This is an optimization exercise on Yosys and OpenROAD, whose aim is small area, a short achievable clock period and few clock cycles, not a production implementation. Only simulation tests tie the RTL to the original design; equivalence was not proved. Power figures rest on the tool's default switching activity, not on a simulated workload.

==> flow/design.v <==
module JAM (
input CLK,
input RST,
output reg [2:0] W,
output reg [2:0] J,
input [6:0] Cost,
output reg [3:0] MatchCount,
output reg [9:0] MinCost,
output reg Valid );
localparam P_COL = 2'd0, P_ROW = 2'd1, P_DFS = 2'd2, P_DONE = 2'd3;
reg [1:0] phase;
reg [6:0] colm [0:7];    
reg [6:0] rowm [0:7];    
reg [9:0] LB0;            
reg [9:0] LB [1:7];      
reg [2:0] job [0:6];     
reg [7:0] U;             
reg       adv;           
integer k;
wire [6:0] cm  = colm[J];
wire [6:0] d2  = Cost - cm;
wire [6:0] rm  = rowm[W];
wire [6:0] nc  = (W == 3'd0 || Cost < cm) ? Cost : cm;
wire [6:0] nr  = (J == 3'd0 || d2 < rm) ? d2 : rm;
wire [9:0]  curLB = (W == 3'd0) ? LB0 : LB[W];
wire [7:0]  off   = {1'b0, rm} + {1'b0, cm};
wire [12:0] thr = {3'b000, MinCost} + 13'd1024 - {3'b000, curLB} + {5'b00000, off};
wire [12:0] cs  = {6'b000000, Cost} + 13'd1024;
wire ok   = !adv && (cs <= thr);
wire push = (phase == P_DFS) && ok && (W != 3'd7);
wire less = (cs < thr);
wire [9:0] childLB = curLB + {3'b000, Cost} - {2'b00, off};
wire [7:0] freeU = ~U;
reg  [2:0] nxt; reg has_nxt;
always @(*) begin
    has_nxt = 1'b0; nxt = 3'd0;
    for (k = 7; k >= 0; k = k - 1)
        if (freeU[k] && k > J) begin has_nxt = 1'b1; nxt = k; end
end
wire [7:0] freeP = ~(U | (8'd1 << J));
reg  [2:0] first;
always @(*) begin
    first = 3'd0;
    for (k = 7; k >= 0; k = k - 1)
        if (freeP[k]) first = k;
end
wire [2:0] pj = job[W - 3'd1];
wire [7:0] Up = U & ~(8'd1 << pj);
reg  [2:0] pnxt; reg has_pnxt;
always @(*) begin
    has_pnxt = 1'b0; pnxt = 3'd0;
    for (k = 7; k >= 0; k = k - 1)
        if (!Up[k] && k > pj) begin has_pnxt = 1'b1; pnxt = k; end
end
always @(posedge CLK) begin
    if (phase == P_COL) colm[J] <= nc;
    if (phase == P_ROW) rowm[W] <= nr;
    if (push) begin
        job[W] <= J;
        LB[W + 3'd1] <= childLB;
    end
end
always @(posedge CLK or posedge RST) begin
    if (RST) begin
        phase <= P_COL;
        W <= 3'd0;
        J <= 3'd0;
        U <= 8'd0;
        adv <= 1'b0;
        MinCost <= 10'd1023;
        MatchCount <= 4'd0;
        Valid <= 1'b0;
        LB0 <= 10'd0;
    end else begin
        case (phase)
        P_COL: begin
            if (W == 3'd7) LB0 <= LB0 + {3'b000, nc};
            {J, W} <= {J, W} + 6'd1;
            if (W == 3'd7 && J == 3'd7) phase <= P_ROW;
        end
        P_ROW: begin
            if (J == 3'd7) LB0 <= LB0 + {3'b000, nr};
            {W, J} <= {W, J} + 6'd1;
            if (W == 3'd7 && J == 3'd7) phase <= P_DFS;
        end
        P_DFS: begin
            adv <= 1'b0;
            if (W == 3'd7) begin
                if (ok) begin
                    if (less) begin
                        MinCost <= childLB;
                        MatchCount <= 4'd1;
                    end else
                        MatchCount <= MatchCount + 4'd1;
                end
            end
            if (push) begin
                U <= U | (8'd1 << J);
                W <= W + 3'd1;
                J <= first;
            end else if (has_nxt && W != 3'd7) begin
                J <= nxt;
            end else if (W == 3'd0) begin
                phase <= P_DONE;
                Valid <= 1'b1;
            end else begin
                W <= W - 3'd1;
                U <= Up;
                if (has_pnxt) J <= pnxt;
                else begin
                    J <= pj;
                    adv <= 1'b1;
                end
            end
        end
        default: ;
        endcase
    end
end
endmodule
export LEC_CHECK = 0
export CAP_MARGIN = 20
export CORE_MARGIN = 2
export CORE_UTILIZATION = 40
export SLEW_MARGIN = 20
create_clock -name core_clock -period 8.0 [get_ports {CLK}]
run.sh (not shown) runs the stock make flow with config.mk's settings and CLKGATE_MAP_FILE= SYNTH_SCRIPT=/design/flow/synth_recipe.tcl, a recipe that flattens the netlist after the stock synthesis.
Testbench counts at the start, summed over its fixed seeds: cycles 17,790.
Rerun with:
--- a/flow/design.v
+++ b/flow/design.v
@@ -10,8 +10,9 @@
 localparam P_COL = 2'd0, P_ROW = 2'd1, P_DFS = 2'd2, P_DONE = 2'd3;
 reg [1:0] phase;
 reg [6:0] colm [0:7];    
 reg [6:0] rowm [0:7];    
+reg [2:0] am [0:7];      
 reg [9:0] LB0;            
 reg [9:0] LB [1:7];      
 reg [2:0] job [0:6];     
 reg [7:0] U;             
@@ -20,42 +21,54 @@
 wire [6:0] cm  = colm[J];
 wire [6:0] d2  = Cost - cm;
 wire [6:0] rm  = rowm[W];
 wire [6:0] nc  = (W == 3'd0 || Cost < cm) ? Cost : cm;
-wire [6:0] nr  = (J == 3'd0 || d2 < rm) ? d2 : rm;
+wire       tr  = (J == 3'd0 || d2 <= rm);
+wire [6:0] nr  = tr ? d2 : rm;
 wire [9:0]  curLB = (W == 3'd0) ? LB0 : LB[W];
 wire [7:0]  off   = {1'b0, rm} + {1'b0, cm};
 wire [12:0] thr = {3'b000, MinCost} + 13'd1024 - {3'b000, curLB} + {5'b00000, off};
 wire [12:0] cs  = {6'b000000, Cost} + 13'd1024;
 wire ok   = !adv && (cs <= thr);
 wire push = (phase == P_DFS) && ok && (W != 3'd7);
 wire less = (cs < thr);
 wire [9:0] childLB = curLB + {3'b000, Cost} - {2'b00, off};
-wire [7:0] freeU = ~U;
+wire [2:0] ca   = am[W];
+wire [7:0] freeU = ~U & ~(8'd1 << ca);
+wire [7:0] aboveJ = (J == ca) ? 8'hff : (8'hfe << J);
+wire [7:0] candN = freeU & aboveJ;
 reg  [2:0] nxt; reg has_nxt;
 always @(*) begin
     has_nxt = 1'b0; nxt = 3'd0;
     for (k = 7; k >= 0; k = k - 1)
-        if (freeU[k] && k > J) begin has_nxt = 1'b1; nxt = k; end
+        if (candN[k]) begin has_nxt = 1'b1; nxt = k; end
 end
-wire [7:0] freeP = ~(U | (8'd1 << J));
+wire [7:0] Uc  = U | (8'd1 << J);
+wire [2:0] na  = am[W + 3'd1];
+wire [7:0] freeP = ~Uc;
 reg  [2:0] first;
 always @(*) begin
     first = 3'd0;
     for (k = 7; k >= 0; k = k - 1)
         if (freeP[k]) first = k;
+    if (freeP[na]) first = na;
 end
 wire [2:0] pj = job[W - 3'd1];
+wire [2:0] pa = am[W - 3'd1];
 wire [7:0] Up = U & ~(8'd1 << pj);
+wire [7:0] candP = ~Up & ~(8'd1 << pa) & ((pj == pa) ? 8'hff : (8'hfe << pj));
 reg  [2:0] pnxt; reg has_pnxt;
 always @(*) begin
     has_pnxt = 1'b0; pnxt = 3'd0;
     for (k = 7; k >= 0; k = k - 1)
-        if (!Up[k] && k > pj) begin has_pnxt = 1'b1; pnxt = k; end
+        if (candP[k]) begin has_pnxt = 1'b1; pnxt = k; end
 end
 always @(posedge CLK) begin
     if (phase == P_COL) colm[J] <= nc;
-    if (phase == P_ROW) rowm[W] <= nr;
+    if (phase == P_ROW) begin
+        rowm[W] <= nr;
+        if (tr) am[W] <= J;
+    end
     if (push) begin
         job[W] <= J;
         LB[W + 3'd1] <= childLB;
     end
@@ -80,9 +93,12 @@
         end
         P_ROW: begin
             if (J == 3'd7) LB0 <= LB0 + {3'b000, nr};
             {W, J} <= {W, J} + 6'd1;
-            if (W == 3'd7 && J == 3'd7) phase <= P_DFS;
+            if (W == 3'd7 && J == 3'd7) begin
+                phase <= P_DFS;
+                J <= am[0];
+            end
         end
         P_DFS: begin
             adv <= 1'b0;
             if (W == 3'd7) begin
- design area came out higher by about a fifth
- critical path depth came out higher by 1
- non-clock buffer count came out higher by 2
- power came out lower by about a fifth
- sequential share of layout area came out lower by 2.6 points
- worst setup slack is worse by 19 ps
- area after synthesis came out higher by about a fifth
- worst hold slack is better by 39 ps
- clock-buffer cell count came out higher by 1
- via count came out higher by about a fifth
- clock power came out higher by about a fifth
Testbench counts after the change, summed over its fixed seeds: cycles 8,896.

========
before:
JAM, a different RTL version from the one above (not shown whole).
Size in the first run: about 30 I/O pins, roughly 0.024 sq mm of cells after synthesis.
==> flow/config.mk <==
export PLATFORM = sky130hd
export DESIGN_NAME = JAM
export DESIGN_NICKNAME = JAM
export VERILOG_FILES = /design/flow/design.v
export SDC_FILE = /design/flow/constraint.sdc
export NUM_CORES = 4
export LEC_CHECK = 0
export CAP_MARGIN = 20
export CORE_MARGIN = 2
export CORE_UTILIZATION = 40
export SETUP_SLACK_MARGIN = 3.5
export SLEW_MARGIN = 20
==> flow/constraint.sdc <==
create_clock -name core_clock -period 8.0 [get_ports {CLK}]
set_input_delay 1.6000 -clock core_clock [delete_from_list [all_inputs] [get_ports {CLK}]]
set_output_delay 1.6000 -clock core_clock [all_outputs]
set_load 0.01 [all_outputs]
Testbench counts of before, summed over its fixed seeds: cycles 5,268.
Edits applied to the flow inputs when going from before to after:
--- a/flow/design.v
+++ b/flow/design.v
@@ -22,13 +22,12 @@
 reg [6:0]  dcol [0:6];    
 reg [2:0]  job [0:6];     
 reg [7:0]  U;             
 reg        adv;           
 reg [11:0] G;             
 reg [6:0]  cmJ;           
-reg [6:0]  rmc, rm1, dm;  
 integer k;
 wire [6:0] cm  = colm[J];
 wire [6:0] d2  = Cost - cm;
 wire [6:0] nc  = (W == 3'd0 || Cost < cm) ? Cost : cm;
 wire       lt2 = (J == 3'd0 || d2 < crm);
 wire       eq2 = (d2 == crm);
@@ -38,31 +37,31 @@
     for (k = 0; k < 8; k = k + 1)
         gt[k] = (k >= ins_id) || (lkey[k] > ckey);
 end
 wire do_ins = (phase == P_ROW && J == 3'd0 && W != 3'd0) || (phase == P_INS);
 wire [7:0] Lup = {Lh[6:0], 1'b0};      
 wire [7:0] Ldn = {1'b0, Lh[7:1]};      
-reg  [6:0] rm2u, rm1d;                 
-reg  [6:0] dm2;                        
+reg  [6:0] rm1;                        
 reg  [2:0] na, ca, pa, pj, wup, wdn;   
-always @(*) begin
-    rm2u = 7'd0; rm1d = 7'd0; dm2 = 7'd0; na = 3'd0; ca = 3'd0; pa = 3'd0; pj = 3'd0; wup = 3'd0; wdn = 3'd0;
+reg  [6:0] dm, rmc;                    
+always @(*) begin
+    rm1 = 7'd0; na = 3'd0; ca = 3'd0; pa = 3'd0; pj = 3'd0; wup = 3'd0; wdn = 3'd0; dm = 7'd0; rmc = 7'd0;
     for (k = 0; k < 8; k = k + 1) begin
-        rm1d = rm1d | ({7{Ldn[k]}} & lrm[k]);
+        rm1 = rm1 | ({7{Lup[k]}} & lrm[k]);
         na  = na  | ({3{Lup[k]}} & lam[k]);
         wup = wup | ({3{Lup[k]}} & lid[k]);
         ca  = ca  | ({3{Lh[k]}}  & lam[k]);
         pa  = pa  | ({3{Ldn[k]}} & lam[k]);
         wdn = wdn | ({3{Ldn[k]}} & lid[k]);
     end
     for (k = 0; k < 7; k = k + 1)
         pj = pj | ({3{Ldn[k]}} & job[k]);
-    for (k = 0; k < 6; k = k + 1) begin
-        rm2u = rm2u | ({7{Lh[k]}} & lrm[k + 2]);
-        dm2  = dm2  | ({7{Lh[k + 2]}} & dcol[k]);
-    end
+    for (k = 0; k < 7; k = k + 1)
+        dm = dm | ({7{Ldn[k]}} & dcol[k]);
+    for (k = 0; k < 8; k = k + 1)
+        rmc = rmc | ({7{Lh[k]}} & lrm[k]);
 end
 wire [11:0] thr = G + {5'd0, cmJ};
 wire thr_neg = thr[11];
 wire thr_big = |thr[10:7];
 function [1:0] cmp7;
     input [6:0] a, b;
@@ -172,19 +171,19 @@
     end
 end
 reg [2:0]  phase_n, W_n, J_n;
 reg        Valid_n, adv_n;
 reg [7:0]  Lh_n, U_n;
 reg [11:0] G_n;
-reg [6:0]  cmJ_n, rmc_n, rm1_n, dm_n;
+reg [6:0]  cmJ_n;
 reg [9:0]  LB0_n;
 reg [9:0]  MinCost_n;
 reg [3:0]  MatchCount_n;
 always @(*) begin
     phase_n = phase; W_n = W; J_n = J; Valid_n = Valid;
-    Lh_n = Lh; U_n = U; adv_n = adv; G_n = G; cmJ_n = cmJ; rmc_n = rmc; rm1_n = rm1; dm_n = dm; LB0_n = LB0;
+    Lh_n = Lh; U_n = U; adv_n = adv; G_n = G; cmJ_n = cmJ; LB0_n = LB0;
     MinCost_n = MinCost; MatchCount_n = MatchCount;
     case (phase)
     P_COL: begin
         {J_n, W_n} = {J, W} + 6'd1;
         if (W == 3'd7 && J == 3'd7) phase_n = P_ROW;
     end
@@ -197,14 +196,12 @@
     P_INS: begin
         LB0_n = LB0 + {3'd0, crm};
         phase_n = P_INIT;
     end
     P_INIT: begin
         G_n = 12'd1023 - {2'd0, LB0} + {5'd0, lrm[0]};
-        rmc_n = lrm[0];
-        rm1_n = lrm[1];
         W_n = lid[0];
         J_n = lam[0];
         Lh_n = 8'd1;
         U_n = 8'd0;
         adv_n = 1'b0;
         MinCost_n = 10'd1023;
@@ -225,15 +222,12 @@
         if (push) begin
             U_n = U | (8'd1 << J);
             Lh_n = Lup;
             W_n = wup;
             J_n = first;
             G_n = g_push;
-            rmc_n = rm1;
-            rm1_n = rm2u;
-            dm_n = dnow;
             cmJ_n = colm[first];
         end else if (has_nxt && !leaf) begin
             J_n = nxt;
             cmJ_n = colm[nxt];
         end else if (Lh[0]) begin
             phase_n = P_DONE;
@@ -242,15 +236,12 @@
             Lh_n = Ldn;
             W_n = wdn;
             U_n = Up;
             J_n = has_pnxt ? pnxt : pj;
             adv_n = !has_pnxt;
             G_n = better ? g_popb : g_pop;
-            rmc_n = rm1d;
-            rm1_n = rmc;
-            dm_n = dm2;
             cmJ_n = colm[pnxt];
         end
     end
     default: ;
     endcase
 end
@@ -270,14 +261,11 @@
 always @(posedge CLK) begin
     Lh <= Lh_n;
     U <= U_n;
     adv <= adv_n;
     G <= G_n;
     cmJ <= cmJ_n;
-    rmc <= rmc_n;
-    rm1 <= rm1_n;
-    dm <= dm_n;
     LB0 <= LB0_n;
     MinCost <= MinCost_n;
     MatchCount <= MatchCount_n;
 end
 endmodule
[summary]
The global-route usage of after exceeds that of before by 0.35 points.
after vs before, worst setup path startpoint: Lh[3] vs Cost[2]
after vs. before: post-synthesis cell area decreased about 3.7%; final critical-path required period went up by 73 ps; worst path setup slack after routing fell 73 ps; clock tree buffer count of the final layout saw a decrease.
The top routing layer in use comes out met4 in one run and met5 in the other, namely in before and after respectively.
In after relative to before, aggregate routed wire length had gone down by a few percent.
Testbench counts of after, summed over its fixed seeds: cycles 5,268.

==> port drivers added, routing unchanged <==
How much do the figures lean on ideal ports? The routed layouts below were timed once more, with nothing changed but the port constraints. Step 1 assumes that a clkbuf_16 drives the clock port and a buf_2 every other input. Step 2 adds t to the input delays and takes it off the output delays; t is the mean of the earliest and latest rising clock arrival at the registers after step 1. Input paths then give back, and output paths get back, about the clock's delay inside the block. Three values: ideal, step 1, step 2; two values: the first two.
run	shift t [ns]	slack for setup (ns)	worst setup path after step 2
the first run of note 1	0.577	1.064 / 1.064 / 0.853	input to register
the second run of note 1	0.599	1.045 / 1.045 / 0.694	input to register
before	0.642	3.517 / 3.544 / 2.916	input to register
after	0.617	3.445 / 3.445 / 3.057	input to register
After both steps setup and hold are still met in every run listed. The setup slack of before, which loses most, moves by +0.027 ns with the drivers and by -0.601 ns with both steps.
